Context: an optimization exercise on an open-source flow, tuned for small area, a short achievable clock period and few clock cycles. The choices shown serve that exercise and are no tape-out recipe. Only simulation tests tie the RTL to the original design; equivalence was not proved.

==> run R <==
// booth_mul64
module booth_mul64(op_done, result, clk, reset_n, multiplier, multiplicand, op_start, op_clear);
  input clk, reset_n, op_start, op_clear;
  input [63:0] multiplier, multiplicand;
  output op_done;
  output [127:0] result;
  reg busy, done;
  reg [2:0] cnt;
  reg [63:0] M;           
  reg [63:0] acc;         
  reg [63:0] Q;           
  reg qm1;                
  assign op_done = done;
  assign result = {acc[63:0], Q};
  always @(posedge clk or negedge reset_n)
    if (!reset_n) begin
      busy <= 1'b0;
      done <= 1'b0;
    end else if (!op_start || op_clear) begin
      busy <= 1'b0;
      done <= 1'b0;
    end else if (!busy && !done) begin
      busy <= 1'b1;
    end else if (busy && cnt == 3'd7) begin
      busy <= 1'b0;
      done <= 1'b1;
    end
  always @(posedge clk)
    if (busy) cnt <= cnt + 1'b1;
    else cnt <= 3'd0;
  wire [8:0] bq = {Q[7:0], qm1};
  wire [3:0] one, two, ng;
  wire [64:0] ma = {M[63], M};
  wire [65:0] ma2 = {M[63], M, 1'b0};
  assign one[0] = bq[1] ^ bq[0];
  assign two[0] = (bq[2] & ~bq[1] & ~bq[0]) | (~bq[2] & bq[1] & bq[0]);
  assign ng[0] = bq[2];
  assign one[1] = bq[3] ^ bq[2];
  ...
export LEC_CHECK = 0
export CAP_MARGIN = 20
export CORE_MARGIN = 2
export CORE_UTILIZATION = 40
export SLEW_MARGIN = 20
create_clock -name core_clock -period 10.0 [get_ports {clk}]
run.sh (not shown) runs the stock make flow with config.mk's settings and CLKGATE_MAP_FILE= SYNTH_SCRIPT=/design/flow/synth_recipe.tcl, a recipe that flattens the netlist after the stock synthesis.
==> inputs of run F, as changes to run R <==
--- a/flow/design.v
+++ b/flow/design.v
@@ -4,15 +4,14 @@
   output op_done;
   output [127:0] result;
   reg busy, done;
   reg [2:0] cnt;
   reg [63:0] M;           
   reg [63:0] acc;         
   reg [63:0] Q;           
-  reg qm1;                
   assign op_done = done;
   assign result = {acc[63:0], Q};
   always @(posedge clk or negedge reset_n)
     if (!reset_n) begin
       busy <= 1'b0;
       done <= 1'b0;
     end else if (!op_start || op_clear) begin
@@ -23,30 +22,32 @@
     end else if (busy && cnt == 3'd7) begin
       busy <= 1'b0;
       done <= 1'b1;
     end
   always @(posedge clk)
     if (busy) cnt <= cnt + 1'b1;
     else cnt <= 3'd0;
-  wire [8:0] bq = {Q[7:0], qm1};
-  wire [3:0] one, two, ng;
+  reg [3:0] one, two, ng;
+  wire [8:0] bq = busy ? Q[15:7] : {multiplier[7:0], 1'b0};
+  always @(posedge clk) begin
+    one[0] <= bq[1] ^ bq[0];
+    two[0] <= (bq[2] & ~bq[1] & ~bq[0]) | (~bq[2] & bq[1] & bq[0]);
+    ng[0] <= bq[2];
+    one[1] <= bq[3] ^ bq[2];
+    two[1] <= (bq[4] & ~bq[3] & ~bq[2]) | (~bq[4] & bq[3] & bq[2]);
+    ng[1] <= bq[4];
+    one[2] <= bq[5] ^ bq[4];
+    two[2] <= (bq[6] & ~bq[5] & ~bq[4]) | (~bq[6] & bq[5] & bq[4]);
+    ng[2] <= bq[6];
+    one[3] <= bq[7] ^ bq[6];
+    two[3] <= (bq[8] & ~bq[7] & ~bq[6]) | (~bq[8] & bq[7] & bq[6]);
+    ng[3] <= bq[8];
+  end
   wire [64:0] ma = {M[63], M};
   wire [65:0] ma2 = {M[63], M, 1'b0};
-  assign one[0] = bq[1] ^ bq[0];
-  assign two[0] = (bq[2] & ~bq[1] & ~bq[0]) | (~bq[2] & bq[1] & bq[0]);
-  assign ng[0] = bq[2];
-  assign one[1] = bq[3] ^ bq[2];
-  assign two[1] = (bq[4] & ~bq[3] & ~bq[2]) | (~bq[4] & bq[3] & bq[2]);
-  assign ng[1] = bq[4];
-  assign one[2] = bq[5] ^ bq[4];
-  assign two[2] = (bq[6] & ~bq[5] & ~bq[4]) | (~bq[6] & bq[5] & bq[4]);
-  assign ng[2] = bq[6];
-  assign one[3] = bq[7] ^ bq[6];
-  assign two[3] = (bq[8] & ~bq[7] & ~bq[6]) | (~bq[8] & bq[7] & bq[6]);
-  assign ng[3] = bq[8];
   wire [64:0] p0 = (({65{one[0]}} & ma) | ({65{two[0]}} & ma2[64:0])) ^ {65{ng[0]}};
   wire [64:0] p1 = (({65{one[1]}} & ma) | ({65{two[1]}} & ma2[64:0])) ^ {65{ng[1]}};
   wire [64:0] p2 = (({65{one[2]}} & ma) | ({65{two[2]}} & ma2[64:0])) ^ {65{ng[2]}};
   wire [64:0] p3 = (({65{one[3]}} & ma) | ({65{two[3]}} & ma2[64:0])) ^ {65{ng[3]}};
   wire t1, t2, t3, t4, t5, t6, t7, t8, t9, t10, t11, t12, t13, t14, t15, t16, t17, t18, t19, t20, t21, t22, t23, t24, t25, t26, t27, t28, t29, t30, t31, t32, t33, t34, t35, t36, t37, t38, t39, t40, t41, t42, t43, t44, t45, t46, t47, t48, t49, t50, t51, t52, t53, t54, t55, t56, t57, t58, t59, t60, t61, t62, t63, t64, t65, t66, t67, t68, t69, t70, t71, t72, t73, t74, t75, t76, t77, t78, t79, t80, t81, t82, t83, t84, t85, t86, t87, t88, t89, t90, t91, t92, t93, t94, t95, t96, t97, t98, t99, t100, t101, t102, t103, t104, t105, t106, t107, t108, t109, t110, t111, t112, t113, t114, t115, t116, t117, t118, t119, t120, t121, t122, t123, t124, t125, t126, t127, t128, t129, t130, t131, t132, t133, t134, t135, t136, t137, t138, t139, t140, t141, t142, t143, t144, t145, t146, t147, t148, t149, t150, t151, t152, t153, t154, t155, t156, t157, t158, t159, t160, t161, t162, t163, t164, t165, t166, t167, t168, t169, t170, t171, t172, t173, t174, t175, t176, t177, t178, t179, t180, t181, t182, t183, t184, t185, t186, t187, t188, t189, t190, t191, t192, t193, t194, t195, t196, t197, t198, t199, t200, t201, t202, t203, t204, t205, t206, t207, t208, t209, t210, t211, t212, t213, t214, t215, t216, t217, t218, t219, t220, t221, t222, t223, t224, t225, t226, t227, t228, t229, t230, t231, t232, t233, t234, t235, t236, t237, t238, t239, t240, t241, t242, t243, t244, t245, t246, t247, t248, t249, t250, t251, t252, t253, t254, t255, t256, t257, t258, t259, t260, t261, t262, t263, t264, t265, t266, t267, t268, t269, t270, t271, t272, t273, t274, t275, t276, t277, t278, t279, t280, t281, t282, t283, t284, t285, t286, t287, t288, t289, t290, t291, t292, t293, t294, t295, t296, t297, t298, t299, t300, t301, t302, t303, t304, t305, t306, t307, t308, t309, t310, t311, t312, t313, t314, t315, t316, t317, t318, t319, t320, t321, t322, t323, t324, t325, t326, t327, t328, t329, t330, t331, t332, t333, t334, t335, t336, t337, t338, t339, t340, t341, t342, t343, t344, t345, t346, t347, t348, t349, t350, t351, t352, t353, t354, t355, t356, t357, t358, t359, t360, t361, t362, t363, t364, t365, t366, t367, t368, t369, t370, t371, t372, t373, t374, t375, t376, t377, t378, t379, t380, t381, t382, t383, t384, t385, t386;
   assign t1 = acc[2] ^ p0[2] ^ p1[0];
   assign t2 = (acc[2] & p0[2]) | (p1[0] & (acc[2] ^ p0[2]));
@@ -438,15 +439,13 @@
   wire [71:0] r1 = {1'b0, t386, t385, t384, t382, t380, t378, t376, t374, t372, t370, t368, t366, t364, t362, t360, t358, t356, t354, t352, t350, t348, t346, t344, t342, t340, t338, t336, t334, t332, t330, t328, t326, t324, t322, t320, t318, t316, t314, t312, t310, t308, t306, t304, t302, t300, t298, t296, t294, t292, t290, t288, t286, t284, t282, t280, t278, t276, t274, t272, t270, t268, t266, t264, t263, t140, t138, t137, t2, t1, p0[1], p0[0]};
   wire [71:0] x = r0 + r1 + ng[0];
   always @(posedge clk) begin
     M <= multiplicand;
     if (busy) begin
       acc <= x[71:8];
       Q <= {x[7:0], Q[63:8]};
-      qm1 <= Q[7];
     end else if (!done) begin
       acc <= 64'd0;
       Q <= multiplier;
-      qm1 <= 1'b0;
     end
   end
 endmodule
SETUP_SLACK_MARGIN = 5   (was default)
==> notes.md <==
Status: run F finished clean; run R finished clean
Post-synthesis instance total: run F 2182; run R 3388
Vias in the first global route: run F 18267; run R 23266
Number of enable-type register cells in the synthesized netlist: run F 128; run R 129
Number of placement rows: run F 83; run R 93
Critical path depth in cells: run F 18; run R 22
GR met1 Demand/Resource: run F 33.6%; run R 38.2%
Total track usage: run F 25.6%; run R 26.8%
Avg Synthesized Cell Area: run F 9.55 µm²; run R 7.71 µm²
Launch point of the worst path: run F one[1]; run R Q[0]
Post-Place Cell Area: run F 23700 µm²; run R 28600 µm²
Largest net degree at the start of global routing: run F 73; run R 173
Testbench counts of run R, summed over its fixed seeds: cycles 4,216.
Testbench counts of run F, summed over its fixed seeds: cycles 4,216.

[static timing again, ports no longer ideal]
Ports are ideal in the flow. The routed layouts listed here were re-timed in OpenROAD.
Step 1 assumes that a clkbuf_16 drives the clock port and a buf_2 every other input.
Step 2, shift: input delay + t, output delay - t, t = (earliest + latest rising clock arrival at the registers) / 2. This alone moves slack from input paths to output paths.
Slacks: no drivers / after step 1 / after step 2; pairs: no drivers / after step 1.
| run | shift t [ns] | setup WS [ns] | hold WS [ns] |
|---|---|---|---|
| run R | 0.580 | 3.087 / 3.087 / 3.087 | 0.436 / 0.436 / 0.436 |
| run F | 0.639 | 4.811 / 4.811 / 4.811 | 0.438 / 0.438 / 0.438 |
After both steps setup and hold are still met in every run listed.
